Source: an optimization exercise on an open RTL-to-GDS flow (aim: small area and a short achievable clock period). Production flows keep margins and buffers that such runs may drop.
Function was checked by simulation only, so behaviour that the tests miss may differ from the original.
Power and IR drop assume default switching activity.

--- flow/config.mk ---
export PLATFORM = sky130hd
export DESIGN_NAME = mac
export DESIGN_NICKNAME = mac
export VERILOG_FILES = /design/flow/design.v
export SDC_FILE = /design/flow/constraint.sdc
export NUM_CORES = 4
export LEC_CHECK = 0
export CAP_MARGIN = 20
export CORE_MARGIN = 2
export CORE_UTILIZATION = 40
export SLEW_MARGIN = 20
export SYNTH_HIERARCHICAL = 1
export SYNTH_MINIMUM_KEEP_SIZE = 0
export SETUP_SLACK_MARGIN = 11.5
export DONT_BUFFER_PORTS = 1
export PRE_GLOBAL_PLACE_TCL = /design/flow/flow/ports.tcl
export CTS_ARGS = -sink_clustering_enable -repair_clock_nets -dont_use_dummy_load 
--- flow/constraint.sdc ---
create_clock -name core_clock -period 18.0 [get_ports {clk}]
set_input_delay 3.6000 -clock core_clock [delete_from_list [all_inputs] [get_ports {clk}]]
set_output_delay 3.6000 -clock core_clock [all_outputs]
set_load 0.01 [all_outputs]
--- flow/design.v ---
module mac(input clk, input rst, input [15:0] x, input [15:0] y, output [31:0] acc);
reg r0_0;
reg r1_0;
reg r2_0;
reg r3_0;
reg r4_0;
reg r5_0;
reg r6_0;
reg r6_1;
reg r7_0;
reg r7_1;
reg r8_0;
reg r8_1;
reg r9_0;
reg r9_1;
reg r10_0;
reg r10_1;
reg r11_0;
reg r11_1;
reg r12_0;
reg r12_1;
reg r13_0;
reg r13_1;
reg r14_0;
reg r14_1;
reg r15_0;
reg r15_1;
reg r16_0;
reg r16_1;
reg r17_0;
reg r17_1;
reg r18_0;
reg r18_1;
reg r19_0;
reg r19_1;
reg r20_0;
reg r20_1;
reg r21_0;
reg r21_1;
reg r22_0;
reg r22_1;
reg r23_0;
reg r23_1;
reg r24_0;
reg r24_1;
reg r25_0;
reg r25_1;
reg r26_0;
reg r26_1;
reg r27_0;
reg r27_1;
reg r28_0;
reg r28_1;
reg r29_0;
reg r29_1;
reg r30_0;
reg r30_1;
reg r31_0;
reg rci;
wire p1;
wire p2;
wire p3;
wire p4;
wire p5;
wire p6;
wire p7;
wire p8;
wire p9;
wire p10;
wire p11;
wire p12;
wire p13;
wire p14;
wire p15;
wire p16;
wire p17;
wire p18;
wire p19;
wire p20;
wire p21;
wire p22;
wire p23;
wire p24;
wire p25;
wire p26;
wire p27;
wire p28;
wire p29;
wire p30;
wire p31;
wire p32;
wire p33;
wire p34;
wire p35;
wire p36;
wire p37;
wire p38;
wire p39;
wire p40;
wire p41;
wire p42;
wire p43;
wire p44;
wire p45;
wire p46;
wire p47;
wire p48;
wire p49;
wire p50;
wire p51;
wire p52;
wire p53;
wire p54;
wire p55;
wire p56;
wire p57;
wire p58;
wire p59;
wire p60;
wire p61;
wire p62;
wire p63;
wire p64;
wire p65;
wire p66;
wire p67;
wire p68;
wire p69;
wire p70;
wire p71;
wire p72;
wire p73;
wire p74;
wire p75;
wire p76;
wire p77;
wire p78;
wire p79;
wire p80;
wire p81;
wire p82;
wire p83;
wire p84;
wire p85;
wire p86;
wire p87;
wire p88;
wire p89;
wire p90;
wire p91;
wire p92;
wire p93;
wire p94;
wire p95;
wire p96;
wire p97;
wire p98;
wire p99;
wire p100;
wire p101;
wire p102;
wire p103;
wire p104;
wire p105;
wire p106;
wire p107;
wire p108;
wire p109;
wire p110;
wire p111;
wire p112;
wire p113;
wire p114;
wire p115;
wire p116;
wire p117;
wire p118;
wire p119;
wire p120;
wire p121;
wire p122;
wire p123;
wire p124;
wire p125;
wire p126;
wire p127;
wire p128;
wire p129;
wire p130;
wire p131;
wire p132;
wire p133;
wire p134;
wire p135;
wire p136;
wire p137;
wire p138;
wire p139;
wire p140;
wire p141;
wire p142;
wire p143;
wire p144;
wire p145;
wire p146;
wire p147;
wire p148;
wire p149;
wire p150;
wire p151;
wire p152;
wire p153;
wire p154;
wire p155;
wire p156;
wire p157;
wire p158;
wire p159;
wire p160;
wire p161;
wire p162;
wire p163;
wire p164;
wire p165;
wire p166;
wire p167;
wire p168;
wire p169;
wire p170;
wire p171;
wire p172;
wire p173;
wire p174;
wire p175;
wire p176;
wire p177;
wire p178;
wire p179;
wire p180;
wire p181;
wire p182;
wire p183;
wire p184;
wire p185;
wire p186;
wire p187;
wire p188;
wire p189;
wire p190;
wire p191;
wire p192;
wire p193;
wire p194;
wire p195;
wire p196;
wire p197;
wire p198;
wire p199;
wire p200;
wire p201;
wire p202;
wire p203;
wire p204;
wire p205;
wire p206;
wire p207;
wire p208;
wire p209;
wire p210;
wire p211;
wire p212;
wire p213;
wire p214;
wire p215;
wire p216;
wire p217;
wire p218;
wire p219;
wire p220;
wire p221;
wire p222;
wire p223;
wire p224;
wire p225;
wire p226;
wire p227;
wire p228;
wire p229;
wire p230;
wire p231;
wire p232;
wire p233;
wire p234;
wire p235;
wire p236;
wire p237;
wire p238;
wire p239;
wire p240;
wire p241;
wire p242;
wire p243;
wire p244;
wire p245;
wire p246;
wire p247;
wire p248;
wire p249;
wire p250;
wire p251;
wire p252;
wire p253;
wire p254;
wire p255;
wire p256;
wire s257;
wire c258;
wire s259;
wire c260;
wire s261;
wire c262;
wire s263;
wire c264;
wire s265;
wire c266;
wire s267;
wire c268;
wire s269;
wire c270;
wire s271;
wire c272;
wire s273;
wire c274;
wire s275;
wire c276;
wire s277;
wire c278;
wire s279;
wire c280;
wire s281;
wire c282;
wire s283;
wire c284;
wire s285;
wire c286;
wire s287;
wire c288;
wire s289;
wire c290;
wire s291;
wire c292;
wire s293;
wire c294;
wire s295;
wire c296;
wire s297;
wire c298;
wire s299;
wire c300;
wire s301;
wire c302;
wire s303;
wire c304;
wire s305;
wire c306;
wire s307;
wire c308;
wire s309;
wire c310;
wire s311;
wire c312;
wire s313;
wire c314;
wire s315;
wire c316;
wire s317;
wire c318;
wire s319;
wire c320;
wire s321;
wire c322;
wire s323;
wire c324;
wire s325;
wire c326;
wire s327;
wire c328;
wire s329;
wire c330;
wire s331;
wire c332;
wire s333;
wire c334;
wire s335;
wire c336;
wire s337;
wire c338;
wire s339;
wire c340;
wire s341;
wire c342;
wire s343;
wire c344;
wire s345;
wire c346;
wire s347;
wire c348;
wire s349;
wire c350;
wire s351;
wire c352;
wire s353;
wire c354;
wire s355;
wire c356;
wire s357;
wire c358;
wire s359;
wire c360;
wire s361;
wire c362;
wire s363;
wire c364;
wire s365;
wire c366;
wire s367;
wire c368;
wire s369;
wire c370;
wire s371;
wire c372;
wire s373;
wire c374;
wire s375;
wire c376;
wire s377;
wire c378;
wire s379;
wire c380;
wire s381;
wire c382;
wire s383;
wire c384;
wire s385;
wire c386;
wire s387;
wire c388;
wire s389;
wire c390;
wire s391;
wire c392;
wire s393;
wire c394;
wire s395;
wire c396;
wire s397;
wire c398;
wire s399;
wire c400;
wire s401;
wire c402;
wire s403;
wire c404;
wire s405;
wire c406;
wire s407;
wire c408;
wire s409;
wire c410;
wire s411;
wire c412;
wire s413;
wire c414;
wire s415;
wire c416;
wire s417;
wire c418;
wire s419;
wire c420;
wire s421;
wire c422;
wire s423;
wire c424;
wire s425;
wire c426;
wire s427;
wire c428;
wire s429;
wire c430;
wire s431;
wire c432;
wire s433;
wire c434;
wire s435;
wire c436;
wire s437;
wire c438;
wire s439;
wire c440;
wire s441;
wire c442;
wire s443;
wire c444;
wire s445;
wire c446;
wire s447;
wire c448;
wire s449;
wire c450;
wire s451;
wire c452;
wire s453;
wire c454;
wire s455;
wire c456;
wire s457;
wire c458;
wire s459;
wire c460;
wire s461;
wire c462;
wire s463;
wire c464;
wire s465;
wire c466;
wire s467;
wire c468;
wire s469;
wire c470;
wire s471;
wire c472;
wire s473;
wire c474;
wire s475;
wire c476;
wire s477;
wire c478;
wire s479;
wire c480;
wire s481;
wire c482;
wire s483;
wire c484;
wire s485;
wire c486;
wire s487;
wire c488;
wire s489;
wire c490;
wire s491;
wire c492;
wire s493;
wire c494;
wire s495;
wire c496;
wire s497;
wire c498;
wire s499;
wire c500;
wire s501;
wire c502;
wire s503;
wire c504;
wire s505;
wire c506;
wire s507;
wire c508;
wire s509;
wire c510;
wire s511;
wire c512;
wire s513;
wire c514;
wire s515;
wire c516;
wire s517;
wire c518;
wire s519;
wire c520;
wire s521;
wire c522;
wire s523;
wire c524;
wire s525;
wire c526;
wire s527;
wire c528;
wire s529;
wire c530;
wire s531;
wire c532;
wire s533;
wire c534;
wire s535;
wire c536;
wire s537;
wire c538;
wire s539;
wire c540;
wire s541;
wire c542;
wire s543;
wire c544;
wire s545;
wire c546;
wire s547;
wire c548;
wire s549;
wire c550;
wire s551;
wire c552;
wire s553;
wire c554;
wire s555;
wire c556;
wire s557;
wire c558;
wire s559;
wire c560;
wire s561;
wire c562;
wire s563;
wire c564;
wire s565;
wire c566;
wire s567;
wire c568;
wire s569;
wire c570;
wire s571;
wire c572;
wire s573;
wire c574;
wire s575;
wire c576;
wire s577;
wire c578;
wire s579;
wire c580;
wire s581;
wire c582;
wire s583;
wire c584;
wire s585;
wire c586;
wire s587;
wire c588;
wire s589;
wire c590;
wire s591;
wire c592;
wire s593;
wire c594;
wire s595;
wire c596;
wire s597;
wire c598;
wire s599;
wire c600;
wire s601;
wire c602;
wire s603;
wire c604;
wire s605;
wire c606;
wire s607;
wire c608;
wire s609;
wire c610;
wire s611;
wire c612;
wire s613;
wire c614;
wire s615;
wire c616;
wire s617;
wire c618;
wire s619;
wire c620;
wire s621;
wire c622;
wire s623;
wire c624;
wire s625;
wire c626;
wire s627;
wire c628;
wire s629;
wire c630;
wire s631;
wire c632;
wire s633;
wire c634;
wire s635;
wire c636;
wire s637;
wire c638;
wire s639;
wire c640;
wire s641;
wire c642;
wire s643;
wire c644;
wire s645;
wire c646;
wire s647;
wire c648;
wire s649;
wire c650;
wire s651;
wire c652;
wire s653;
wire c654;
wire s655;
wire c656;
wire s657;
wire c658;
wire s659;
wire c660;
wire s661;
wire c662;
wire s663;
wire c664;
wire s665;
wire c666;
wire s667;
wire c668;
wire s669;
wire c670;
wire s671;
wire c672;
wire s673;
wire c674;
wire s675;
wire c676;
wire s677;
wire c678;
wire s679;
wire c680;
wire s681;
wire c682;
wire s683;
wire c684;
wire s685;
wire c686;
wire s687;
wire c688;
wire s689;
wire c690;
wire s691;
wire c692;
wire s693;
wire c694;
wire s695;
wire c696;
wire s697;
wire c698;
wire s699;
wire c700;
wire s701;
wire c702;
wire s703;
wire c704;
wire s705;
wire c706;
wire s707;
wire c708;
wire s709;
wire c710;
wire s711;
wire c712;
wire s713;
wire c714;
wire s715;
wire c716;
wire s717;
wire c718;
wire s719;
wire c720;
wire s721;
wire c722;
wire s723;
wire c724;
wire s725;
wire c726;
wire s727;
wire c728;
wire s729;
wire c730;
wire s731;
wire c732;
wire s733;
wire c734;
wire s735;
wire c736;
wire s737;
wire c738;
wire s739;
wire c740;
wire s741;
wire c742;
wire s743;
wire c744;
wire s745;
wire c746;
wire s747;
wire c748;
wire s749;
wire c750;
wire s751;
wire c752;
wire s753;
wire c754;
wire s755;
wire c756;
wire s757;
wire c758;
wire s759;
wire c760;
wire s761;
wire c762;
wire s763;
wire c764;
wire s765;
wire c766;
wire s767;
wire c768;
wire s769;
wire c770;
wire s771;
wire c772;
wire s773;
wire c774;
wire s775;
wire c776;
wire s777;
wire c778;
wire s779;
wire c780;
wire s781;
wire c782;
wire s783;
wire c784;
wire s785;
wire c786;
wire s787;
wire c788;
wire s789;
wire c790;
wire s791;
wire c792;
wire s793;
wire c794;
wire s795;
wire c796;
wire s797;
wire c798;
wire s799;
wire c800;
wire s801;
wire c802;
wire x803;
wire x804;
wire [15:0] xg = x;
wire r0_0_f = ~r0_0;
wire r1_0_f = ~r1_0;
wire r2_0_f = ~r2_0;
wire r3_0_f = ~r3_0;
wire r4_0_f = ~r4_0;
wire r5_0_f = ~r5_0;
wire r6_0_f = ~r6_0;
wire r6_1_f = ~r6_1;
wire r7_0_f = ~r7_0;
wire r7_1_f = ~r7_1;
wire r8_0_f = ~r8_0;
wire r8_1_f = ~r8_1;
wire r9_0_f = ~r9_0;
wire r9_1_f = ~r9_1;
wire r10_0_f = ~r10_0;
wire r10_1_f = ~r10_1;
wire r11_0_f = ~r11_0;
wire r11_1_f = ~r11_1;
wire r12_0_f = ~r12_0;
wire r12_1_f = ~r12_1;
wire r13_0_f = ~r13_0;
wire r13_1_f = ~r13_1;
wire r14_0_f = ~r14_0;
wire r14_1_f = ~r14_1;
wire r15_0_f = ~r15_0;
wire r15_1_f = ~r15_1;
wire r16_0_f = ~r16_0;
wire r16_1_f = ~r16_1;
wire r17_0_f = ~r17_0;
wire r17_1_f = ~r17_1;
wire r18_0_f = ~r18_0;
wire r18_1_f = ~r18_1;
wire r19_0_f = ~r19_0;
wire r19_1_f = ~r19_1;
wire r20_0_f = ~r20_0;
wire r20_1_f = ~r20_1;
wire r21_0_f = ~r21_0;
wire r21_1_f = ~r21_1;
wire r22_0_f = ~r22_0;
wire r22_1_f = ~r22_1;
wire r23_0_f = ~r23_0;
wire r23_1_f = ~r23_1;
wire r24_0_f = ~r24_0;
wire r24_1_f = ~r24_1;
wire r25_0_f = ~r25_0;
wire r25_1_f = ~r25_1;
wire r26_0_f = ~r26_0;
wire r26_1_f = ~r26_1;
wire r27_0_f = ~r27_0;
wire r27_1_f = ~r27_1;
wire r28_0_f = ~r28_0;
wire r28_1_f = ~r28_1;
wire r29_0_f = ~r29_0;
wire r29_1_f = ~r29_1;
wire r30_0_f = ~r30_0;
wire r30_1_f = ~r30_1;
wire r31_0_f = ~r31_0;
wire rci_f = ~rci;
assign p1 = ~(xg[0] & y[0]);
assign p2 = ~(xg[0] & y[1]);
assign p3 = ~(xg[0] & y[2]);
assign p4 = ~(xg[0] & y[3]);
assign p5 = ~(xg[0] & y[4]);
assign p6 = ~(xg[0] & y[5]);
assign p7 = ~(xg[0] & y[6]);
assign p8 = ~(xg[0] & y[7]);
assign p9 = ~(xg[0] & y[8]);
assign p10 = ~(xg[0] & y[9]);
assign p11 = ~(xg[0] & y[10]);
assign p12 = ~(xg[0] & y[11]);
assign p13 = ~(xg[0] & y[12]);
assign p14 = ~(xg[0] & y[13]);
assign p15 = ~(xg[0] & y[14]);
assign p16 = ~(xg[0] & y[15]);
assign p17 = ~(xg[1] & y[0]);
assign p18 = ~(xg[1] & y[1]);
assign p19 = ~(xg[1] & y[2]);
assign p20 = ~(xg[1] & y[3]);
assign p21 = ~(xg[1] & y[4]);
assign p22 = ~(xg[1] & y[5]);
assign p23 = ~(xg[1] & y[6]);
assign p24 = ~(xg[1] & y[7]);
assign p25 = ~(xg[1] & y[8]);
assign p26 = ~(xg[1] & y[9]);
assign p27 = ~(xg[1] & y[10]);
assign p28 = ~(xg[1] & y[11]);
assign p29 = ~(xg[1] & y[12]);
assign p30 = ~(xg[1] & y[13]);
assign p31 = ~(xg[1] & y[14]);
assign p32 = ~(xg[1] & y[15]);
assign p33 = ~(xg[2] & y[0]);
assign p34 = ~(xg[2] & y[1]);
assign p35 = ~(xg[2] & y[2]);
assign p36 = ~(xg[2] & y[3]);
assign p37 = ~(xg[2] & y[4]);
assign p38 = ~(xg[2] & y[5]);
assign p39 = ~(xg[2] & y[6]);
assign p40 = ~(xg[2] & y[7]);
assign p41 = ~(xg[2] & y[8]);
assign p42 = ~(xg[2] & y[9]);
assign p43 = ~(xg[2] & y[10]);
assign p44 = ~(xg[2] & y[11]);
assign p45 = ~(xg[2] & y[12]);
assign p46 = ~(xg[2] & y[13]);
assign p47 = ~(xg[2] & y[14]);
assign p48 = ~(xg[2] & y[15]);
assign p49 = ~(xg[3] & y[0]);
assign p50 = ~(xg[3] & y[1]);
assign p51 = ~(xg[3] & y[2]);
assign p52 = ~(xg[3] & y[3]);
assign p53 = ~(xg[3] & y[4]);
assign p54 = ~(xg[3] & y[5]);
assign p55 = ~(xg[3] & y[6]);
assign p56 = ~(xg[3] & y[7]);
assign p57 = ~(xg[3] & y[8]);
assign p58 = ~(xg[3] & y[9]);
assign p59 = ~(xg[3] & y[10]);
assign p60 = ~(xg[3] & y[11]);
assign p61 = ~(xg[3] & y[12]);
assign p62 = ~(xg[3] & y[13]);
assign p63 = ~(xg[3] & y[14]);
assign p64 = ~(xg[3] & y[15]);
assign p65 = ~(xg[4] & y[0]);
assign p66 = ~(xg[4] & y[1]);
assign p67 = ~(xg[4] & y[2]);
assign p68 = ~(xg[4] & y[3]);
assign p69 = ~(xg[4] & y[4]);
assign p70 = ~(xg[4] & y[5]);
assign p71 = ~(xg[4] & y[6]);
assign p72 = ~(xg[4] & y[7]);
assign p73 = ~(xg[4] & y[8]);
assign p74 = ~(xg[4] & y[9]);
assign p75 = ~(xg[4] & y[10]);
assign p76 = ~(xg[4] & y[11]);
assign p77 = ~(xg[4] & y[12]);
assign p78 = ~(xg[4] & y[13]);
assign p79 = ~(xg[4] & y[14]);
assign p80 = ~(xg[4] & y[15]);
assign p81 = ~(xg[5] & y[0]);
assign p82 = ~(xg[5] & y[1]);
assign p83 = ~(xg[5] & y[2]);
assign p84 = ~(xg[5] & y[3]);
assign p85 = ~(xg[5] & y[4]);
assign p86 = ~(xg[5] & y[5]);
assign p87 = ~(xg[5] & y[6]);
assign p88 = ~(xg[5] & y[7]);
assign p89 = ~(xg[5] & y[8]);
assign p90 = ~(xg[5] & y[9]);
assign p91 = ~(xg[5] & y[10]);
assign p92 = ~(xg[5] & y[11]);
assign p93 = ~(xg[5] & y[12]);
assign p94 = ~(xg[5] & y[13]);
assign p95 = ~(xg[5] & y[14]);
assign p96 = ~(xg[5] & y[15]);
assign p97 = ~(xg[6] & y[0]);
assign p98 = ~(xg[6] & y[1]);
assign p99 = ~(xg[6] & y[2]);
assign p100 = ~(xg[6] & y[3]);
assign p101 = ~(xg[6] & y[4]);
assign p102 = ~(xg[6] & y[5]);
assign p103 = ~(xg[6] & y[6]);
assign p104 = ~(xg[6] & y[7]);
assign p105 = ~(xg[6] & y[8]);
assign p106 = ~(xg[6] & y[9]);
assign p107 = ~(xg[6] & y[10]);
assign p108 = ~(xg[6] & y[11]);
assign p109 = ~(xg[6] & y[12]);
assign p110 = ~(xg[6] & y[13]);
assign p111 = ~(xg[6] & y[14]);
assign p112 = ~(xg[6] & y[15]);
assign p113 = ~(xg[7] & y[0]);
assign p114 = ~(xg[7] & y[1]);
assign p115 = ~(xg[7] & y[2]);
assign p116 = ~(xg[7] & y[3]);
assign p117 = ~(xg[7] & y[4]);
assign p118 = ~(xg[7] & y[5]);
assign p119 = ~(xg[7] & y[6]);
assign p120 = ~(xg[7] & y[7]);
assign p121 = ~(xg[7] & y[8]);
assign p122 = ~(xg[7] & y[9]);
assign p123 = ~(xg[7] & y[10]);
assign p124 = ~(xg[7] & y[11]);
assign p125 = ~(xg[7] & y[12]);
assign p126 = ~(xg[7] & y[13]);
assign p127 = ~(xg[7] & y[14]);
assign p128 = ~(xg[7] & y[15]);
assign p129 = ~(xg[8] & y[0]);
assign p130 = ~(xg[8] & y[1]);
assign p131 = ~(xg[8] & y[2]);
assign p132 = ~(xg[8] & y[3]);
assign p133 = ~(xg[8] & y[4]);
assign p134 = ~(xg[8] & y[5]);
assign p135 = ~(xg[8] & y[6]);
assign p136 = ~(xg[8] & y[7]);
assign p137 = ~(xg[8] & y[8]);
assign p138 = ~(xg[8] & y[9]);
assign p139 = ~(xg[8] & y[10]);
assign p140 = ~(xg[8] & y[11]);
assign p141 = ~(xg[8] & y[12]);
assign p142 = ~(xg[8] & y[13]);
assign p143 = ~(xg[8] & y[14]);
assign p144 = ~(xg[8] & y[15]);
assign p145 = ~(xg[9] & y[0]);
assign p146 = ~(xg[9] & y[1]);
assign p147 = ~(xg[9] & y[2]);
assign p148 = ~(xg[9] & y[3]);
assign p149 = ~(xg[9] & y[4]);
assign p150 = ~(xg[9] & y[5]);
assign p151 = ~(xg[9] & y[6]);
assign p152 = ~(xg[9] & y[7]);
assign p153 = ~(xg[9] & y[8]);
assign p154 = ~(xg[9] & y[9]);
assign p155 = ~(xg[9] & y[10]);
assign p156 = ~(xg[9] & y[11]);
assign p157 = ~(xg[9] & y[12]);
assign p158 = ~(xg[9] & y[13]);
assign p159 = ~(xg[9] & y[14]);
assign p160 = ~(xg[9] & y[15]);
assign p161 = ~(xg[10] & y[0]);
assign p162 = ~(xg[10] & y[1]);
assign p163 = ~(xg[10] & y[2]);
assign p164 = ~(xg[10] & y[3]);
assign p165 = ~(xg[10] & y[4]);
assign p166 = ~(xg[10] & y[5]);
assign p167 = ~(xg[10] & y[6]);
assign p168 = ~(xg[10] & y[7]);
assign p169 = ~(xg[10] & y[8]);
assign p170 = ~(xg[10] & y[9]);
assign p171 = ~(xg[10] & y[10]);
assign p172 = ~(xg[10] & y[11]);
assign p173 = ~(xg[10] & y[12]);
assign p174 = ~(xg[10] & y[13]);
assign p175 = ~(xg[10] & y[14]);
assign p176 = ~(xg[10] & y[15]);
assign p177 = ~(xg[11] & y[0]);
assign p178 = ~(xg[11] & y[1]);
assign p179 = ~(xg[11] & y[2]);
assign p180 = ~(xg[11] & y[3]);
assign p181 = ~(xg[11] & y[4]);
assign p182 = ~(xg[11] & y[5]);
assign p183 = ~(xg[11] & y[6]);
assign p184 = ~(xg[11] & y[7]);
assign p185 = ~(xg[11] & y[8]);
assign p186 = ~(xg[11] & y[9]);
assign p187 = ~(xg[11] & y[10]);
assign p188 = ~(xg[11] & y[11]);
assign p189 = ~(xg[11] & y[12]);
assign p190 = ~(xg[11] & y[13]);
assign p191 = ~(xg[11] & y[14]);
assign p192 = ~(xg[11] & y[15]);
assign p193 = ~(xg[12] & y[0]);
assign p194 = ~(xg[12] & y[1]);
assign p195 = ~(xg[12] & y[2]);
assign p196 = ~(xg[12] & y[3]);
assign p197 = ~(xg[12] & y[4]);
assign p198 = ~(xg[12] & y[5]);
assign p199 = ~(xg[12] & y[6]);
assign p200 = ~(xg[12] & y[7]);
assign p201 = ~(xg[12] & y[8]);
assign p202 = ~(xg[12] & y[9]);
assign p203 = ~(xg[12] & y[10]);
assign p204 = ~(xg[12] & y[11]);
assign p205 = ~(xg[12] & y[12]);
assign p206 = ~(xg[12] & y[13]);
assign p207 = ~(xg[12] & y[14]);
assign p208 = ~(xg[12] & y[15]);
assign p209 = ~(xg[13] & y[0]);
assign p210 = ~(xg[13] & y[1]);
assign p211 = ~(xg[13] & y[2]);
assign p212 = ~(xg[13] & y[3]);
assign p213 = ~(xg[13] & y[4]);
assign p214 = ~(xg[13] & y[5]);
assign p215 = ~(xg[13] & y[6]);
assign p216 = ~(xg[13] & y[7]);
assign p217 = ~(xg[13] & y[8]);
assign p218 = ~(xg[13] & y[9]);
assign p219 = ~(xg[13] & y[10]);
assign p220 = ~(xg[13] & y[11]);
assign p221 = ~(xg[13] & y[12]);
assign p222 = ~(xg[13] & y[13]);
assign p223 = ~(xg[13] & y[14]);
assign p224 = ~(xg[13] & y[15]);
assign p225 = ~(xg[14] & y[0]);
assign p226 = ~(xg[14] & y[1]);
assign p227 = ~(xg[14] & y[2]);
assign p228 = ~(xg[14] & y[3]);
assign p229 = ~(xg[14] & y[4]);
assign p230 = ~(xg[14] & y[5]);
assign p231 = ~(xg[14] & y[6]);
assign p232 = ~(xg[14] & y[7]);
assign p233 = ~(xg[14] & y[8]);
assign p234 = ~(xg[14] & y[9]);
assign p235 = ~(xg[14] & y[10]);
assign p236 = ~(xg[14] & y[11]);
assign p237 = ~(xg[14] & y[12]);
assign p238 = ~(xg[14] & y[13]);
assign p239 = ~(xg[14] & y[14]);
assign p240 = ~(xg[14] & y[15]);
assign p241 = ~(xg[15] & y[0]);
assign p242 = ~(xg[15] & y[1]);
assign p243 = ~(xg[15] & y[2]);
assign p244 = ~(xg[15] & y[3]);
assign p245 = ~(xg[15] & y[4]);
assign p246 = ~(xg[15] & y[5]);
assign p247 = ~(xg[15] & y[6]);
assign p248 = ~(xg[15] & y[7]);
assign p249 = ~(xg[15] & y[8]);
assign p250 = ~(xg[15] & y[9]);
assign p251 = ~(xg[15] & y[10]);
assign p252 = ~(xg[15] & y[11]);
assign p253 = ~(xg[15] & y[12]);
assign p254 = ~(xg[15] & y[13]);
assign p255 = ~(xg[15] & y[14]);
assign p256 = ~(xg[15] & y[15]);
fa us257 (r0_0_f, p1, 1'b1, s257, c258);
fa us259 (r1_0_f, p17, p2, s259, c260);
fa us261 (c258, s259, 1'b1, s261, c262);
fa us263 (r2_0_f, p18, p3, s263, c264);
fa us265 (p33, c260, s263, s265, c266);
fa us267 (c262, s265, 1'b1, s267, c268);
fa us269 (r3_0_f, p19, p34, s269, c270);
fa us271 (p4, p49, c264, s271, c272);
fa us273 (s269, c266, s271, s273, c274);
fa us275 (c268, s273, 1'b1, s275, c276);
fa us277 (r4_0_f, p20, p35, s277, c278);
fa us279 (p5, p50, p65, s279, c280);
fa us281 (c270, s277, s279, s281, c282);
fa us283 (c272, s281, c274, s283, c284);
fa us285 (c276, s283, 1'b1, s285, c286);
fa us287 (r5_0_f, p21, p36, s287, c288);
fa us289 (p51, p6, p66, s289, c290);
fa us291 (p81, c278, c280, s291, c292);
fa us293 (s287, s289, c282, s293, c294);
fa us295 (s291, s293, c284, s295, c296);
fa us297 (c286, s295, 1'b1, s297, c298);
fa us299 (r6_0_f, r6_1_f, rci_f, s299, c300);
fa us301 (r11_0_f, r11_1_f, 1'b1, s301, c302);
fa us303 (r12_0_f, r12_1_f, p103, s303, c304);
fa us305 (p118, p13, 1'b1, s305, c306);
fa us307 (r13_0_f, r13_1_f, p104, s307, c308);
fa us309 (p119, p134, p14, s309, c310);
fa us311 (p149, p164, 1'b1, s311, c312);
fa us313 (r14_0_f, r14_1_f, p105, s313, c314);
fa us315 (p120, p135, p15, s315, c316);
fa us317 (p150, p165, p180, s317, c318);
fa us319 (p195, p210, 1'b1, s319, c320);
fa us321 (r15_0_f, r15_1_f, p106, s321, c322);
fa us323 (p121, p136, p151, s323, c324);
fa us325 (p16, p166, p181, s325, c326);
fa us327 (p196, p211, p226, s327, c328);
fa us329 (p241, p31, 1'b1, s329, c330);
fa us331 (r16_0_f, r16_1_f, p107, s331, c332);
fa us333 (p122, p137, p152, s333, c334);
fa us335 (p167, p182, p197, s335, c336);
fa us337 (p212, p227, p242, s337, c338);
fa us339 (p32, p47, 1'b1, s339, c340);
fa us341 (r17_0_f, r17_1_f, p108, s341, c342);
fa us343 (p123, p138, p153, s343, c344);
fa us345 (p168, p183, p198, s345, c346);
fa us347 (p213, p228, p243, s347, c348);
fa us349 (r18_0_f, r18_1_f, p109, s349, c350);
fa us351 (p124, p139, p154, s351, c352);
fa us353 (p169, p184, p199, s353, c354);
fa us355 (r19_0_f, r19_1_f, p110, s355, c356);
fa us357 (p125, p140, p155, s357, c358);
fa us359 (r20_0_f, r20_1_f, p111, s359, c360);
fa us361 (s299, p22, p37, s361, c362);
fa us363 (p52, p67, p7, s363, c364);
fa us365 (r7_0_f, r7_1_f, c300, s365, c366);
fa us367 (p113, p23, p38, s367, c368);
fa us369 (r8_0_f, r8_1_f, p114, s369, c370);
fa us371 (p129, p24, p39, s371, c372);
fa us373 (r9_0_f, r9_1_f, p10, s373, c374);
fa us375 (p100, p115, p130, s375, c376);
fa us377 (p145, p25, 1'b1, s377, c378);
fa us379 (r10_0_f, r10_1_f, p101, s379, c380);
fa us381 (p11, p116, p131, s381, c382);
fa us383 (p146, p161, p26, s383, c384);
fa us385 (p41, p56, 1'b1, s385, c386);
fa us387 (s301, p102, p117, s387, c388);
fa us389 (p12, p132, p147, s389, c390);
fa us391 (p162, p177, p27, s391, c392);
fa us393 (p42, p57, p72, s393, c394);
fa us395 (c302, p133, p148, s395, c396);
fa us397 (p163, p178, p193, s397, c398);
fa us399 (p28, p43, p58, s399, c400);
fa us401 (p73, p88, s303, s401, c402);
fa us403 (p179, p194, p209, s403, c404);
fa us405 (p29, p44, p59, s405, c406);
fa us407 (p74, p89, c304, s407, c408);
fa us409 (c306, s307, s309, s409, c410);
fa us411 (p225, p30, p45, s411, c412);
fa us413 (p60, p75, p90, s413, c414);
fa us415 (c308, c310, c312, s415, c416);
fa us417 (s313, s315, s317, s417, c418);
fa us419 (p46, p61, p76, s419, c420);
fa us421 (p91, c314, c316, s421, c422);
fa us423 (c318, c320, s321, s423, c424);
fa us425 (s323, s325, s327, s425, c426);
fa us427 (p62, p77, p92, s427, c428);
fa us429 (c322, c324, c326, s429, c430);
fa us431 (c328, c330, s331, s431, c432);
fa us433 (s333, s335, s337, s433, c434);
fa us435 (p48, p63, p78, s435, c436);
fa us437 (p93, c332, c334, s437, c438);
fa us439 (c336, c338, c340, s439, c440);
fa us441 (s341, s343, s345, s441, c442);
fa us443 (p214, p229, p244, s443, c444);
fa us445 (p64, p79, p94, s445, c446);
fa us447 (c342, c344, c346, s447, c448);
fa us449 (c348, s349, s351, s449, c450);
fa us451 (p170, p185, p200, s451, c452);
fa us453 (p215, p230, p245, s453, c454);
fa us455 (p80, p95, c350, s455, c456);
fa us457 (c352, c354, s355, s457, c458);
fa us459 (p126, p141, p156, s459, c460);
fa us461 (p171, p186, p201, s461, c462);
fa us463 (p216, p231, p246, s463, c464);
fa us465 (p96, c356, c358, s465, c466);
fa us467 (r21_0_f, r21_1_f, p112, s467, c468);
fa us469 (p127, p142, p157, s469, c470);
fa us471 (p172, p187, p202, s471, c472);
fa us473 (p217, p232, p247, s473, c474);
fa us475 (r22_0_f, r22_1_f, p128, s475, c476);
fa us477 (p143, p158, p173, s477, c478);
fa us479 (p188, p203, p218, s479, c480);
fa us481 (r23_0_f, r23_1_f, p144, s481, c482);
fa us483 (p159, p174, p189, s483, c484);
fa us485 (r24_0_f, r24_1_f, p160, s485, c486);
fa us487 (p82, p97, c288, s487, c488);
fa us489 (c290, s361, 1'b1, s489, c490);
fa us491 (s365, p53, p68, s491, c492);
fa us493 (p8, p83, p98, s493, c494);
fa us495 (c362, c364, 1'b1, s495, c496);
fa us497 (c366, p54, p69, s497, c498);
fa us499 (p84, p9, p99, s499, c500);
fa us501 (c368, s369, s371, s501, c502);
fa us503 (p40, p55, p70, s503, c504);
fa us505 (p85, c370, c372, s505, c506);
fa us507 (s373, s375, s377, s507, c508);
fa us509 (p71, p86, c374, s509, c510);
fa us511 (c376, c378, s379, s511, c512);
fa us513 (s381, s383, s385, s513, c514);
fa us515 (p87, c380, c382, s515, c516);
fa us517 (c384, c386, s387, s517, c518);
fa us519 (s389, s391, s393, s519, c520);
fa us521 (c388, c390, c392, s521, c522);
fa us523 (c394, s305, s395, s523, c524);
fa us525 (s397, s399, s401, s525, c526);
fa us527 (c396, c398, c400, s527, c528);
fa us529 (s311, s403, s405, s529, c530);
fa us531 (c402, s407, s409, s531, c532);
fa us533 (c404, c406, s319, s533, c534);
fa us535 (s411, s413, c408, s535, c536);
fa us537 (c410, s415, s417, s537, c538);
fa us539 (c412, c414, s329, s539, c540);
fa us541 (s419, c416, c418, s541, c542);
fa us543 (s421, s423, s425, s543, c544);
fa us545 (c420, s339, s427, s545, c546);
fa us547 (c422, c424, c426, s547, c548);
fa us549 (s429, s431, s433, s549, c550);
fa us551 (c428, s347, s435, s551, c552);
fa us553 (c430, c432, c434, s553, c554);
fa us555 (s437, s439, s441, s555, c556);
fa us557 (c436, s353, s443, s557, c558);
fa us559 (s445, c438, c440, s559, c560);
fa us561 (c442, s447, s449, s561, c562);
fa us563 (c444, c446, s357, s563, c564);
fa us565 (s451, s453, c448, s565, c566);
fa us567 (c450, s455, s457, s567, c568);
fa us569 (c452, c454, s359, s569, c570);
fa us571 (s459, s461, s463, s571, c572);
fa us573 (c456, c458, s465, s573, c574);
fa us575 (c360, c460, c462, s575, c576);
fa us577 (c464, s467, s469, s577, c578);
fa us579 (s471, s473, c466, s579, c580);
fa us581 (p233, p248, c468, s581, c582);
fa us583 (c470, c472, c474, s583, c584);
fa us585 (s475, s477, s479, s585, c586);
fa us587 (p204, p219, p234, s587, c588);
fa us589 (p249, c476, c478, s589, c590);
fa us591 (c480, s481, s483, s591, c592);
fa us593 (p175, p190, p205, s593, c594);
fa us595 (p220, p235, p250, s595, c596);
fa us597 (c482, c484, s485, s597, c598);
fa us599 (r25_0_f, r25_1_f, p176, s599, c600);
fa us601 (p191, p206, p221, s601, c602);
fa us603 (p236, p251, c486, s603, c604);
fa us605 (r26_0_f, r26_1_f, p192, s605, c606);
fa us607 (p207, p222, p237, s607, c608);
fa us609 (r27_0_f, r27_1_f, p208, s609, c610);
fa us611 (s363, c292, s487, s611, c612);
fa us613 (s367, s491, s493, s613, c614);
fa us615 (c488, c490, 1'b1, s615, c616);
fa us617 (c492, c494, s497, s617, c618);
fa us619 (s499, c496, s501, s619, c620);
fa us621 (c498, c500, s503, s621, c622);
fa us623 (c502, s505, s507, s623, c624);
fa us625 (c504, c506, c508, s625, c626);
fa us627 (s509, s511, s513, s627, c628);
fa us629 (c510, c512, c514, s629, c630);
fa us631 (s515, s517, s519, s631, c632);
fa us633 (c516, c518, c520, s633, c634);
fa us635 (s521, s523, s525, s635, c636);
fa us637 (c522, c524, s527, s637, c638);
fa us639 (s529, c526, s531, s639, c640);
fa us641 (c528, c530, s533, s641, c642);
fa us643 (s535, c532, s537, s643, c644);
fa us645 (c534, s539, c536, s645, c646);
fa us647 (c538, s541, s543, s647, c648);
fa us649 (c540, s545, c542, s649, c650);
fa us651 (c544, s547, s549, s651, c652);
fa us653 (c546, s551, c548, s653, c654);
fa us655 (c550, s553, s555, s655, c656);
fa us657 (c552, s557, c554, s657, c658);
fa us659 (s559, c556, s561, s659, c660);
fa us661 (c558, s563, c560, s661, c662);
fa us663 (s565, c562, s567, s663, c664);
fa us665 (c564, s569, s571, s665, c666);
fa us667 (c566, c568, s573, s667, c668);
fa us669 (c570, c572, s575, s669, c670);
fa us671 (s577, c574, s579, s671, c672);
fa us673 (c576, c578, s581, s673, c674);
fa us675 (s583, s585, c580, s675, c676);
fa us677 (s587, c582, c584, s677, c678);
fa us679 (c586, s589, s591, s679, c680);
fa us681 (c588, s593, s595, s681, c682);
fa us683 (c590, c592, s597, s683, c684);
fa us685 (c594, c596, s599, s685, c686);
fa us687 (s601, c598, s603, s687, c688);
fa us689 (p252, c600, c602, s689, c690);
fa us691 (s605, s607, c604, s691, c692);
fa us693 (p223, p238, p253, s693, c694);
fa us695 (c606, c608, s609, s695, c696);
fa us697 (r28_0_f, r28_1_f, p224, s697, c698);
fa us699 (p239, p254, c610, s699, c700);
fa us701 (r29_0_f, r29_1_f, p240, s701, c702);
fa us703 (s489, c294, 1'b1, s703, c704);
fa us705 (s495, s613, c612, s705, c706);
fa us707 (c614, s617, c616, s707, c708);
fa us709 (c618, s621, c620, s709, c710);
fa us711 (c622, c624, s625, s711, c712);
fa us713 (c626, c628, s629, s713, c714);
fa us715 (c630, c632, s633, s715, c716);
fa us717 (c634, s637, c636, s717, c718);
fa us719 (c638, s641, c640, s719, c720);
fa us721 (c642, s645, c644, s721, c722);
fa us723 (c646, s649, c648, s723, c724);
fa us725 (c650, s653, c652, s725, c726);
fa us727 (c654, s657, c656, s727, c728);
fa us729 (c658, s661, c660, s729, c730);
fa us731 (s665, c662, c664, s731, c732);
fa us733 (c666, s669, c668, s733, c734);
fa us735 (c670, s673, c672, s735, c736);
fa us737 (c674, s677, s679, s737, c738);
fa us739 (s681, c678, c680, s739, c740);
fa us741 (c682, s685, c684, s741, c742);
fa us743 (c686, s689, c688, s743, c744);
fa us745 (s693, c690, s695, s745, c746);
fa us747 (c694, s697, c696, s747, c748);
fa us749 (p255, c698, s701, s749, c750);
fa us751 (r30_0_f, r30_1_f, p256, s751, c752);
fa us753 (s611, s703, 1'b1, s753, c754);
fa us755 (s615, c704, s705, s755, c756);
fa us757 (s619, c706, s707, s757, c758);
fa us759 (s623, c708, s709, s759, c760);
fa us761 (s627, c710, s711, s761, c762);
fa us763 (s631, c712, s713, s763, c764);
fa us765 (c714, s715, s635, s765, c766);
fa us767 (c716, s639, s717, s767, c768);
fa us769 (s643, c718, s719, s769, c770);
fa us771 (s647, c720, s721, s771, c772);
fa us773 (s651, c722, s723, s773, c774);
fa us775 (s655, c724, s725, s775, c776);
fa us777 (s659, c726, s727, s777, c778);
fa us779 (s663, c728, s729, s779, c780);
fa us781 (s667, c730, s731, s781, c782);
fa us783 (s671, c732, s733, s783, c784);
fa us785 (s675, c734, s735, s785, c786);
fa us787 (c676, s737, c736, s787, c788);
fa us789 (s683, c738, s739, s789, c790);
fa us791 (s687, c740, s741, s791, c792);
fa us793 (s691, c742, s743, s793, c794);
fa us795 (c692, s745, c744, s795, c796);
fa us797 (s699, c746, s747, s797, c798);
fa us799 (c700, s749, c748, s799, c800);
fa us801 (c702, s751, c750, s801, c802);
assign x803 = ~(r31_0_f ^ c752);
assign x804 = ~(x803 ^ c802);
always @(posedge clk) begin
  r0_0 <= ~(rst | s257);
  r1_0 <= ~(rst | s261);
  r2_0 <= ~(rst | s267);
  r3_0 <= ~(rst | s275);
  r4_0 <= ~(rst | s285);
  r5_0 <= ~(rst | s297);
  r6_0 <= ~(rst | c296);
  r6_1 <= ~(rst | s753);
  r7_0 <= ~(rst | c754);
  r7_1 <= ~(rst | s755);
  r8_0 <= ~(rst | c756);
  r8_1 <= ~(rst | s757);
  r9_0 <= ~(rst | c758);
  r9_1 <= ~(rst | s759);
  r10_0 <= ~(rst | c760);
  r10_1 <= ~(rst | s761);
  r11_0 <= ~(rst | c762);
  r11_1 <= ~(rst | s763);
  r12_0 <= ~(rst | c764);
  r12_1 <= ~(rst | s765);
  r13_0 <= ~(rst | c766);
  r13_1 <= ~(rst | s767);
  r14_0 <= ~(rst | c768);
  r14_1 <= ~(rst | s769);
  r15_0 <= ~(rst | c770);
  r15_1 <= ~(rst | s771);
  r16_0 <= ~(rst | c772);
  r16_1 <= ~(rst | s773);
  r17_0 <= ~(rst | c774);
  r17_1 <= ~(rst | s775);
  r18_0 <= ~(rst | c776);
  r18_1 <= ~(rst | s777);
  r19_0 <= ~(rst | c778);
  r19_1 <= ~(rst | s779);
  r20_0 <= ~(rst | c780);
  r20_1 <= ~(rst | s781);
  r21_0 <= ~(rst | c782);
  r21_1 <= ~(rst | s783);
  r22_0 <= ~(rst | c784);
  r22_1 <= ~(rst | s785);
  r23_0 <= ~(rst | c786);
  r23_1 <= ~(rst | s787);
  r24_0 <= ~(rst | s789);
  r24_1 <= ~(rst | c788);
  r25_0 <= ~(rst | c790);
  r25_1 <= ~(rst | s791);
  r26_0 <= ~(rst | c792);
  r26_1 <= ~(rst | s793);
  r27_0 <= ~(rst | c794);
  r27_1 <= ~(rst | s795);
  r28_0 <= ~(rst | s797);
  r28_1 <= ~(rst | c796);
  r29_0 <= ~(rst | c798);
  r29_1 <= ~(rst | s799);
  r30_0 <= ~(rst | s801);
  r30_1 <= ~(rst | c800);
  r31_0 <= ~(rst | x804);
  rci <= ~(rst | c298);
end
assign acc[0] = r0_0;
assign acc[1] = r1_0;
assign acc[2] = r2_0;
assign acc[3] = r3_0;
assign acc[4] = r4_0;
assign acc[5] = r5_0;
wire [25:0] ra = {r31_0, r30_0, r29_0, r28_0, r27_0, r26_0, r25_0, r24_0, r23_0, r22_0, r21_0, r20_0, r19_0, r18_0, r17_0, r16_0, r15_0, r14_0, r13_0, r12_0, r11_0, r10_0, r9_0, r8_0, r7_0, r6_0};
wire [25:0] rb = {1'b0, r30_1, r29_1, r28_1, r27_1, r26_1, r25_1, r24_1, r23_1, r22_1, r21_1, r20_1, r19_1, r18_1, r17_1, r16_1, r15_1, r14_1, r13_1, r12_1, r11_1, r10_1, r9_1, r8_1, r7_1, r6_1};
addn u_add (ra, rb, rci, acc[31:6]);
endmodule
module addn(input [25:0] a, input [25:0] b, input ci, output [25:0] s);
wire [25:0] g, p, c;
pgen u_pg (a, b, g, p);
pfx u_pfx (g, p, ci, c);
assign s = p ^ c;
endmodule
module pgen(input [25:0] a, input [25:0] b, output [25:0] g, output [25:0] p);
assign g = a & b;
assign p = a ^ b;
endmodule
module pfx(input [25:0] g, input [25:0] p, input ci, output [25:0] c);
wire gc0 = g[0] | (p[0] & ci);
wire G1 = g[1] | (p[1] & gc0);
wire G2 = g[3] | (p[3] & g[2]);
wire P2 = p[3] & p[2];
wire G3 = g[5] | (p[5] & g[4]);
wire P3 = p[5] & p[4];
wire G4 = g[7] | (p[7] & g[6]);
wire P4 = p[7] & p[6];
wire G5 = g[9] | (p[9] & g[8]);
wire P5 = p[9] & p[8];
wire G6 = g[11] | (p[11] & g[10]);
wire P6 = p[11] & p[10];
wire G7 = g[13] | (p[13] & g[12]);
wire P7 = p[13] & p[12];
wire G8 = g[15] | (p[15] & g[14]);
wire P8 = p[15] & p[14];
wire G9 = g[17] | (p[17] & g[16]);
wire P9 = p[17] & p[16];
wire G10 = g[19] | (p[19] & g[18]);
wire P10 = p[19] & p[18];
wire G11 = g[21] | (p[21] & g[20]);
wire P11 = p[21] & p[20];
wire G12 = g[23] | (p[23] & g[22]);
wire P12 = p[23] & p[22];
wire G13 = g[25] | (p[25] & g[24]);
wire P13 = p[25] & p[24];
wire G14 = g[2] | (p[2] & G1);
wire G15 = G2 | (P2 & G1);
wire G16 = g[6] | (p[6] & G3);
wire P16 = p[6] & P3;
wire G17 = G4 | (P4 & G3);
wire P17 = P4 & P3;
wire G18 = g[10] | (p[10] & G5);
wire P18 = p[10] & P5;
wire G19 = G6 | (P6 & G5);
wire P19 = P6 & P5;
wire G20 = g[14] | (p[14] & G7);
wire P20 = p[14] & P7;
wire G21 = G8 | (P8 & G7);
wire P21 = P8 & P7;
wire G22 = g[18] | (p[18] & G9);
wire P22 = p[18] & P9;
wire G23 = G10 | (P10 & G9);
wire P23 = P10 & P9;
wire G24 = g[22] | (p[22] & G11);
wire P24 = p[22] & P11;
wire G25 = G12 | (P12 & G11);
wire P25 = P12 & P11;
wire G26 = g[4] | (p[4] & G15);
wire G27 = G3 | (P3 & G15);
wire G28 = G16 | (P16 & G15);
wire G29 = G17 | (P17 & G15);
wire G30 = g[12] | (p[12] & G19);
wire P30 = p[12] & P19;
wire G31 = G7 | (P7 & G19);
wire P31 = P7 & P19;
wire G32 = G20 | (P20 & G19);
wire P32 = P20 & P19;
wire G33 = G21 | (P21 & G19);
wire P33 = P21 & P19;
wire G34 = g[20] | (p[20] & G23);
wire P34 = p[20] & P23;
wire G35 = G11 | (P11 & G23);
wire P35 = P11 & P23;
wire G36 = G24 | (P24 & G23);
wire P36 = P24 & P23;
wire G37 = G25 | (P25 & G23);
wire P37 = P25 & P23;
wire G38 = g[8] | (p[8] & G29);
wire G39 = G5 | (P5 & G29);
wire G40 = G18 | (P18 & G29);
wire G41 = G19 | (P19 & G29);
wire G42 = G30 | (P30 & G29);
wire G43 = G31 | (P31 & G29);
wire G44 = G32 | (P32 & G29);
wire G45 = G33 | (P33 & G29);
wire G46 = g[24] | (p[24] & G37);
wire P46 = p[24] & P37;
wire G47 = G13 | (P13 & G37);
wire P47 = P13 & P37;
wire G48 = g[16] | (p[16] & G45);
wire G49 = G9 | (P9 & G45);
wire G50 = G22 | (P22 & G45);
wire G51 = G23 | (P23 & G45);
wire G52 = G34 | (P34 & G45);
wire G53 = G35 | (P35 & G45);
wire G54 = G36 | (P36 & G45);
wire G55 = G37 | (P37 & G45);
wire G56 = G46 | (P46 & G45);
wire G57 = G47 | (P47 & G45);
assign c[0] = ci;
assign c[1] = gc0;
assign c[2] = G1;
assign c[3] = G14;
assign c[4] = G15;
assign c[5] = G26;
assign c[6] = G27;
assign c[7] = G28;
assign c[8] = G29;
assign c[9] = G38;
assign c[10] = G39;
assign c[11] = G40;
assign c[12] = G41;
assign c[13] = G42;
assign c[14] = G43;
assign c[15] = G44;
assign c[16] = G45;
assign c[17] = G48;
assign c[18] = G49;
assign c[19] = G50;
assign c[20] = G51;
assign c[21] = G52;
assign c[22] = G53;
assign c[23] = G54;
assign c[24] = G55;
assign c[25] = G56;
endmodule
module fa(input a, input b, input c, output s, output co);
assign s = a ^ b ^ c;
assign co = (a & b) | (a & c) | (b & c);
endmodule
--- flow/flow/run.sh ---
#!/bin/bash
# Layout: the standard ORFS flow (standard.sh, standard synthesis), with
#  - timing repair aimed at a setup slack of flow/margin ns, so the resizer
#    works on the real critical paths even though the clock period is loose,
#  - port buffers placed by flow/ports.tcl (every port gets its own buffer,
#    a stronger one on the inputs, which each drive 16 gates),
#  - a clock tree without dummy balancing loads and with the buffers in flow/cts.
# standard.log here holds make's output; ORFS's own logs are in orfs/logs.
set -euo pipefail
M=$(cat flow/margin)
CTS_EXTRA=$(cat flow/cts 2>/dev/null || true)
cat >> config.mk <<EOC
export SETUP_SLACK_MARGIN = $M
export DONT_BUFFER_PORTS = 1
export PRE_GLOBAL_PLACE_TCL = $PWD/flow/ports.tcl
export CTS_ARGS = -sink_clustering_enable -repair_clock_nets -dont_use_dummy_load $CTS_EXTRA
EOC
bash standard.sh > standard.log 2>&1
--- flow/flow/cts ---

--- flow/flow/margin ---
11.5
--- flow/flow/ports.tcl ---
# Buffer every input and output port (run before global placement).
puts "Perform port buffering (flow/ports.tcl)..."
buffer_ports -inputs -buffer_cell sky130_fd_sc_hd__buf_4
buffer_ports -outputs -buffer_cell sky130_fd_sc_hd__buf_1
--- flow/standard.sh ---
#!/bin/bash
# synth_recipe.tcl (not shown) runs the flow's synth.tcl, then flattens the netlist and writes it again
# the make line also repeats each setting of config.mk as NAME=value (left out here)
make -C /OpenROAD-flow-scripts/flow DESIGN_CONFIG=/design/flow/config.mk WORK_HOME=/design/flow/orfs CLKGATE_MAP_FILE= SYNTH_SCRIPT=/design/flow/synth_recipe.tcl "${@:-finish}"
==> flow_metrics.py, run 1 <==
metrics = {
    "run_status": {
        "outcome": "no timing/DRC/antenna violations",
    },
    "synth": {
        "postSynthCellCount": 923,
        "synth_warnings": 7,
        "ys_seq_area_share_pct": 12.1,
        "synth.ff_latch_count": 58,
        "synthDistinctLibCells": 34,
        "syn_area_um2": 9630,
        "syn_area_per_cell_um2": 10.4,
    },
    "global_route": {
        "grt_max_degree": 59,
        "grt_pass1_wl_um": 38900,
        "grt_pass1_vias": 6921,
        "antenna_found_initial": 0,
        "track_usage_pct": 20.0,
        "overflow": 0,
    },
    "hold_path": {
        "min_path_type": "flip-flop to flip-flop",
        "holdPathStages": 2,
    },
    "job": {
        "drv_cap": 0,
    },
    "timing": {
        "period_minus_slack_ps": 6390,
        "finalHoldViolCount": 0,
        "fin_crit_sh_pct": 35.5,
        "setup_viol": 0,
        "clock.fmax_ghz": 0.156,
        "slew_viol_final": 0,
        "finClkSkew_ps": 14.8,
        "setup-tns-final_ps": 0,
        "rsz0062_at_grt": "yes",
        "whs_ps": 624,
    },
    "clocking": {
        "path_clk_slew_ps": 50,
        "clock-root-buffer": "clkbuf_16",
        "cts_tree": "yes",
        "postCtsHoldBufs": 0,
        "cts_made_buffers": 9,
        "insertion_delay_ps": 350,
        "cts_max_level": 3,
        "cts_num_sinks": 58,
        "ctsLongestPathBuffers": 2,
    },
    "critical_path": {
        "worstSetupEndpointType": "output port",
        "critPathKind": "flip-flop to output port",
        "worstPathArrival_ps": 2790,
        "worstPathMaxFanout": 4,
        "r2r_cells": 8,
        "crit_required_ps": 14400,
        "start_kind": "flip-flop",
    },
    "cells_and_area": {
        "syn_to_final_growth_pct": 3.20,
        "insertedDiodeCount": 0,
        "most-common-layout-cells": "254 x nand2_1, 222 x fa_1, 59 x nor2_1, 59 x inv_1, 58 x dfxtp_1",
        "final_area_um2": 9940,
        "drive_above_1_share_pct": 9.41,
        "nets": 1185,
        "final_common_cell": "nand2_1",
    },
    "route": {
        "wl_per_cell_um": 19.8,
        "vias_per_cell": 5.16,
        "drcViolationCount": 0,
        "vias": 6030,
        "first_pass_iters": 5,
        "finalWirelength_um": 23200,
        "postRouteAntennaNets": 0,
        "drtIter0Drc": 355,
    },
    "floorplan": {
        "die_y_um": 159,
        "coreArea_um2": 23500,
        "rows": 56,
        "die_w_um": 159,
        "ios": 66,
        "initial_core_util_pct": 40.9,
        "die-area_um2": 25300,
    },
    "power": {
        "powerDensity_nw_per_um2": 174,
        "p_leak_nw": 3.75,
        "vdd_ir_drop_max_mv": 0.0829,
    },
    "placed_design": {
        "dpl_cell_area_um2": 9640,
        "portBuffers": 32,
        "hpwl_um": 18400,
        "place_congestion": 0.869,
    },
}
[Yosys cell counts (all sizes together)]
master / number / area, um2
fa: 273 / 5470
nand2: 261 / 980
buf: 70 / 445
inv: 59 / 221
nor2: 59 / 221
dfxtp: 58 / 1160
clkbuf: 32 / 160
ha: 26 / 325
xor2: 26 / 228
a21o: 20 / 150
a21oi: 9 / 48.8
nand4: 5 / 31.3
o21ai: 4 / 20.0
a31o: 3 / 26.3
o21a: 3 / 23.8
conb: 2 / 7.51
nand2b: 2 / 12.5
a211oi: 1 / 7.51
a32oi: 1 / 8.76
a41o: 1 / 10.0
nor4: 1 / 6.26
o21bai: 1 / 7.51
o22a: 1 / 8.76
o22ai: 1 / 6.26
o31a: 1 / 8.76
or2: 1 / 6.26
or3: 1 / 11.3
xnor3: 1 / 22.5
[worst max-delay path, stage by stage (launching register included)]
cell	delay, ps
dfxtp_1	320
ha_1	350
nand4_1	230
or2_4	340
o22ai_2	300
or3_4	240
o21a_1	240
a21o_1	160
xor2_1	270
[power breakdown]
group          switching [mW]  internal (mW)  leakage (nW)  total (mW)
logic                   0.722          0.639          3.16        1.36
registers              0.0311          0.195         0.482       0.227
clock network          0.0575         0.0872         0.111       0.145
total                   0.810          0.922          3.75        1.73
[stage by stage]
step / worst slack, ps / util, % / cells / power, mW
after global routing: 11480 / 42.2 / 1169 / 2.00
after floorplan: 11200 / - / 941 / 1.36
final: 11610 / 42.2 / 1169 / 1.73
after global placement: 11340 / 41.0 / 1158 / 1.60
after detailed placement: 11330 / 41.0 / 1158 / 1.62
after CTS: 11500 / 42.0 / 1167 / 1.78
[layer usage]
| metal | global-route usage [%] | wire length (um) |
|---|---|---|
| met5 | 0 | 0 |
| met4 | 6.28 | 618 |
| met3 | 3.78 | 1280 |
| met2 | 33.3 | 11600 |
| met1 | 26.6 | 9740 |
[modules after synthesis, one instance, submodules excluded]
| module | cells inside | copies in the design | flops+latches | area [um2] |
|---|---|---|---|---|
| fa | 1 | 273 | 0 | 20.0 |
| mac | 508 | 1 | 58 | 2990 |
| pfx | 90 | 1 | 0 | 619 |
| addn | 26 | 1 | 0 | 228 |
| pgen | 26 | 1 | 0 | 325 |
[final cells by class]
type,count,area [um2]
Multi-Input combinational cell,722,7920
Sequential cell,58,1160
Clock buffer,9,225
Inverter,59,221
Fill cell,2317,13600
Tap cell,319,399
Timing Repair Buffer,2,15.0
[cell families after synthesis]
family / Yosys count / synth area share (%)
AOI/OAI and AO/OA: 46 / 3.39
xor gates and xnor gates: 27 / 2.60
other: 2 / 0.0780
adders and majority gates: 299 / 60.1
and+or+nand+nor: 330 / 13.2
buffers and inverters: 161 / 8.59
DFF: 58 / 12.1
[worst paths after layout]
| kind | startpoint | end | slack (ps) |
|---|---|---|---|
| max | r18_0 | acc[27] | 11610 |
| min | r31_0 | r31_0 | 620 |
| max reg2reg | r11_0 | r13_1 | 14430 |
| min reg2reg | r31_0 | r31_0 | 620 |
[what timing repair did]
action                                  in CTS  in global routing
pin swaps                                    1                  2
gates resized for setup                      4                  6
endpoints found under the setup margin       7                  5
setup buffers                                0                  2
cloned                                       0                  0
==> run 2, diff against run 1 <==
==> flow/flow/margin (replaced) <==
11.7
--- a/flow/config.mk
+++ b/flow/config.mk
@@ -12,5 +12,5 @@
 export SYNTH_HIERARCHICAL = 1
 export SYNTH_MINIMUM_KEEP_SIZE = 0
-export SETUP_SLACK_MARGIN = 11.5
+export SETUP_SLACK_MARGIN = 11.7
 export DONT_BUFFER_PORTS = 1
 export PRE_GLOBAL_PLACE_TCL = /design/flow/flow/ports.tcl
==> run 2 against run 1 <==
  * Critical path depth is the same
  * Die area is the same
  * Cell area grew 2.5%
  * Synthesized cell count is the same
  * Setup slack gained 96 ps
  * Combinational power grew 4%
  * Largest power group unchanged
==> flow_metrics.py, run 2 <==
metrics = {
    "timing": {
        "slew_viol_final": 0,
        "finClkSkew_ps": 18.1,
        "setup_viol": 0,
        "period_minus_slack_ps": 6300,
        "setup-tns-final_ps": 0,
        "slew_headroom_pct": 67.1,
        "rsz0062_at_grt": "yes",
        "fin_crit_sh_pct": 35.0,
        "clock.fmax_ghz": 0.159,
        "tightest_slew_ps": 488,
        "finalHoldViolCount": 0,
    },
    "placed_design": {
        "hpwl_um": 18500,
        "portBuffers": 32,
        "place_congestion": 0.836,
    },
    "synth": {
        "postSynthCellCount": 923,
        "synth_xor_area_share_pct": 2.60,
        "synthTopCellsByCount": "273 x fa_1, 261 x nand2_1, 59 x inv_1, 59 x nor2_1, 58 x dfxtp_1",
        "synth.area.mux_share_pct": 0,
        "synth_top_family_by_area": "adder cells",
        "synth_compound_area_share_pct": 3.39,
        "synth_fa_ha_area_share_pct": 60.1,
        "syn_area_um2": 9630,
        "synth.ff_latch_count": 58,
        "ys_dominant_reg_cell": "dfxtp_1",
        "ys_seq_area_share_pct": 12.1,
        "yosysMostFrequentCell": "fa_1",
        "synth_top_area_share_pct": 56.7,
        "synth-edff-count": 0,
        "synth_warnings": 7,
        "synthArstFlopShare_pct": 0,
        "synthSimpleGateAreaFrac_pct": 13.2,
        "synthTopCellsByArea": "fa_1 57%, dfxtp_1 12%, nand2_1 10%",
        "synthDistinctLibCells": 34,
        "yosysTopAreaCell": "fa_1",
        "syn_area_per_cell_um2": 10.4,
    },
    "clocking": {
        "cts_num_sinks": 58,
        "ctsLongestPathBuffers": 2,
        "cts_max_level": 3,
        "cts_tree": "yes",
        "cts_made_buffers": 9,
        "clock-root-buffer": "clkbuf_16",
        "insertion_delay_ps": 350,
        "path_clk_slew_ps": 60,
    },
    "cells_and_area": {
        "regArea_um2": 1170,
        "multiInputGateArea_um2": 8120,
        "final_common_cell": "nand2_1",
        "nets": 1189,
        "syn_to_final_growth_pct": 5.79,
        "drive_above_1_share_pct": 15.2,
        "most-common-layout-cells": "252 x nand2_1, 196 x fa_1, 77 x fa_2",
        "num-fill-cells": 2296,
        "insertedDiodeCount": 0,
        "fin_util_pct": 43.3,
    },
    "hold_path": {
        "min_path_type": "flip-flop to flip-flop",
    },
    "power": {
        "powerDensity_nw_per_um2": 176,
        "vdd_ir_drop_max_mv": 0.0905,
        "p_leak_nw": 3.76,
    },
    "floorplan": {
        "die-area_um2": 25300,
        "die_w_um": 159,
        "coreArea_um2": 23500,
        "rows": 56,
        "die_y_um": 159,
        "ios": 66,
        "initial_core_util_pct": 40.9,
    },
    "global_route": {
        "grt_pass1_vias": 7000,
        "overflow": 0,
        "grt_max_degree": 59,
        "grt_pass1_wl_um": 39000,
        "antenna_found_initial": 0,
        "track_usage_pct": 20.3,
    },
    "critical_path": {
        "worstSetupEndpointType": "flip-flop",
        "critPathKind": "primary input to flip-flop",
        "worstPathMaxFanout": 16,
        "crit_required_ps": 18270,
        "start_kind": "primary input",
        "worstPathArrival_ps": 6570,
    },
    "job": {
        "drv_cap": 0,
    },
    "route": {
        "first_pass_iters": 6,
        "vias_per_cell": 5.10,
        "drcViolationCount": 0,
        "vias": 5981,
        "wl_per_cell_um": 20.1,
        "drtIter0Drc": 399,
        "finalWirelength_um": 23600,
        "postRouteAntennaNets": 0,
    },
    "run_status": {
        "outcome": "no timing/DRC/antenna violations",
    },
}
run 2: cell counts after synthesis:
Identical to the previous run, type by type.
run 2: final timing paths:
check | startpoint | end | slack [ps] | depth (start not counted)
worst max-delay path | y[11] | r18_1 | 11700 | 8
worst min-delay path | r31_0 | r31_0 | 640 | 2
worst max register to register | r11_0 | r13_1 | 14430 | 8
worst min register to register | r31_0 | r31_0 | 640 | 2
run 2: kinds of logic (layout without fill, tap and decap cells):
family                     count (synthesis)  count (layout)
and+or+nand+nor                          330             330
AOI/OAI and AO/OA                         46              46
DFF                                       58              58
other                                      2              20
buffers and inverters                    161              74
xor gates and xnor gates                  27              27
adders and majority gates                299             299
run 2: per-layer routing:
metal  up-vias  share of wire, %  GRT usage (%)
met4         0               3.4           7.98
met1      3184                40           26.2
met3        42               6.5           4.40
li1       2552                 -              -
met2       203                50           33.6
met5         -                 0              0
run 2: Yosys stat by module, one instance, submodules excluded:
| module | cells inside | area (um2) | times used |
|---|---|---|---|
| pfx | 90 | 619 | 1 |
| fa | 1 | 20.0 | 273 |
| addn | 26 | 228 | 1 |
| pgen | 26 | 325 | 1 |
| mac | 508 | 2990 | 1 |
run 2: cell type report:
type                    count  area share (%)
repair buffers              6           0.516
multi-input cells         722            79.7
clock buffers               9            2.21
inverters                  59            2.17
flip-flops and latches     58            11.5
well taps                 319            3.92
run 2: worst max-delay path, stage by stage:
cell and delay, ps:
nand2_8 40, fa_1 480, fa_2 590, fa_2 460, fa_2 350, fa_2 540, fa_1 410, nor2_1 90
run 2: power breakdown:
group	switching [mW]	internal (mW)	total, mW
sequential	0.0357	0.197	0.233
combinational	0.740	0.675	1.41
clock	0.0581	0.0872	0.145
run 2: metrics by stage:
step                      std cells  setup slack (ps)  hold WS, ps  area (um2)  power (mW)
after CTS                      1170             11700          648       10100        1.83
after floorplan                 941             11200          598       10300        1.38
after detailed placement       1158             11340          635        9690        1.64
final                          1173             11700          636       10200        1.79
after global routing           1173             11620          664       10200        2.06
after global placement         1158             11380          618        9690        1.61
run 2: timing repair:
action | CTS | global route
pin swaps | 10 | 24
hold buffers | 0 | 0
buffers inserted | 3 | 3
gates resized for setup | 24 | 18
hold endpoints to repair | 0 | 0
endpoints found under the setup margin | 12 | 14

==> separate check: timing with driven ports <==
How much do the figures lean on ideal ports? The routed layouts below were timed once more, with nothing changed but the port constraints. Step 1, drivers: a clkbuf_16 drives clk and a buf_2 each remaining input, both assumed. Step 2, shift: input delay + t, output delay - t, t = (earliest + latest rising clock arrival at the registers) / 2. This alone moves slack from input paths to output paths. Slacks: no drivers / after step 1 / after step 2; pairs: no drivers / after step 1.
| run | shift t [ns] | setup slack, ns | hold slack, ns | worst slew at a driven data input, ns | pins driven straight from the clock port |
|---|---|---|---|---|---|
| run 1 | 0.386 | 11.605 / 11.300 / 10.914 | 0.624 / 0.624 / 0.624 | 1.13 | 1 |
| run 2 | 0.388 | 11.701 / 11.225 / 10.837 | 0.636 / 0.636 / 0.636 | 1.12 | 1 |
After both steps every run listed still meets setup and hold. The setup slack of run 2, which loses most, moves by -0.476 ns with the drivers and by -0.864 ns with both steps.
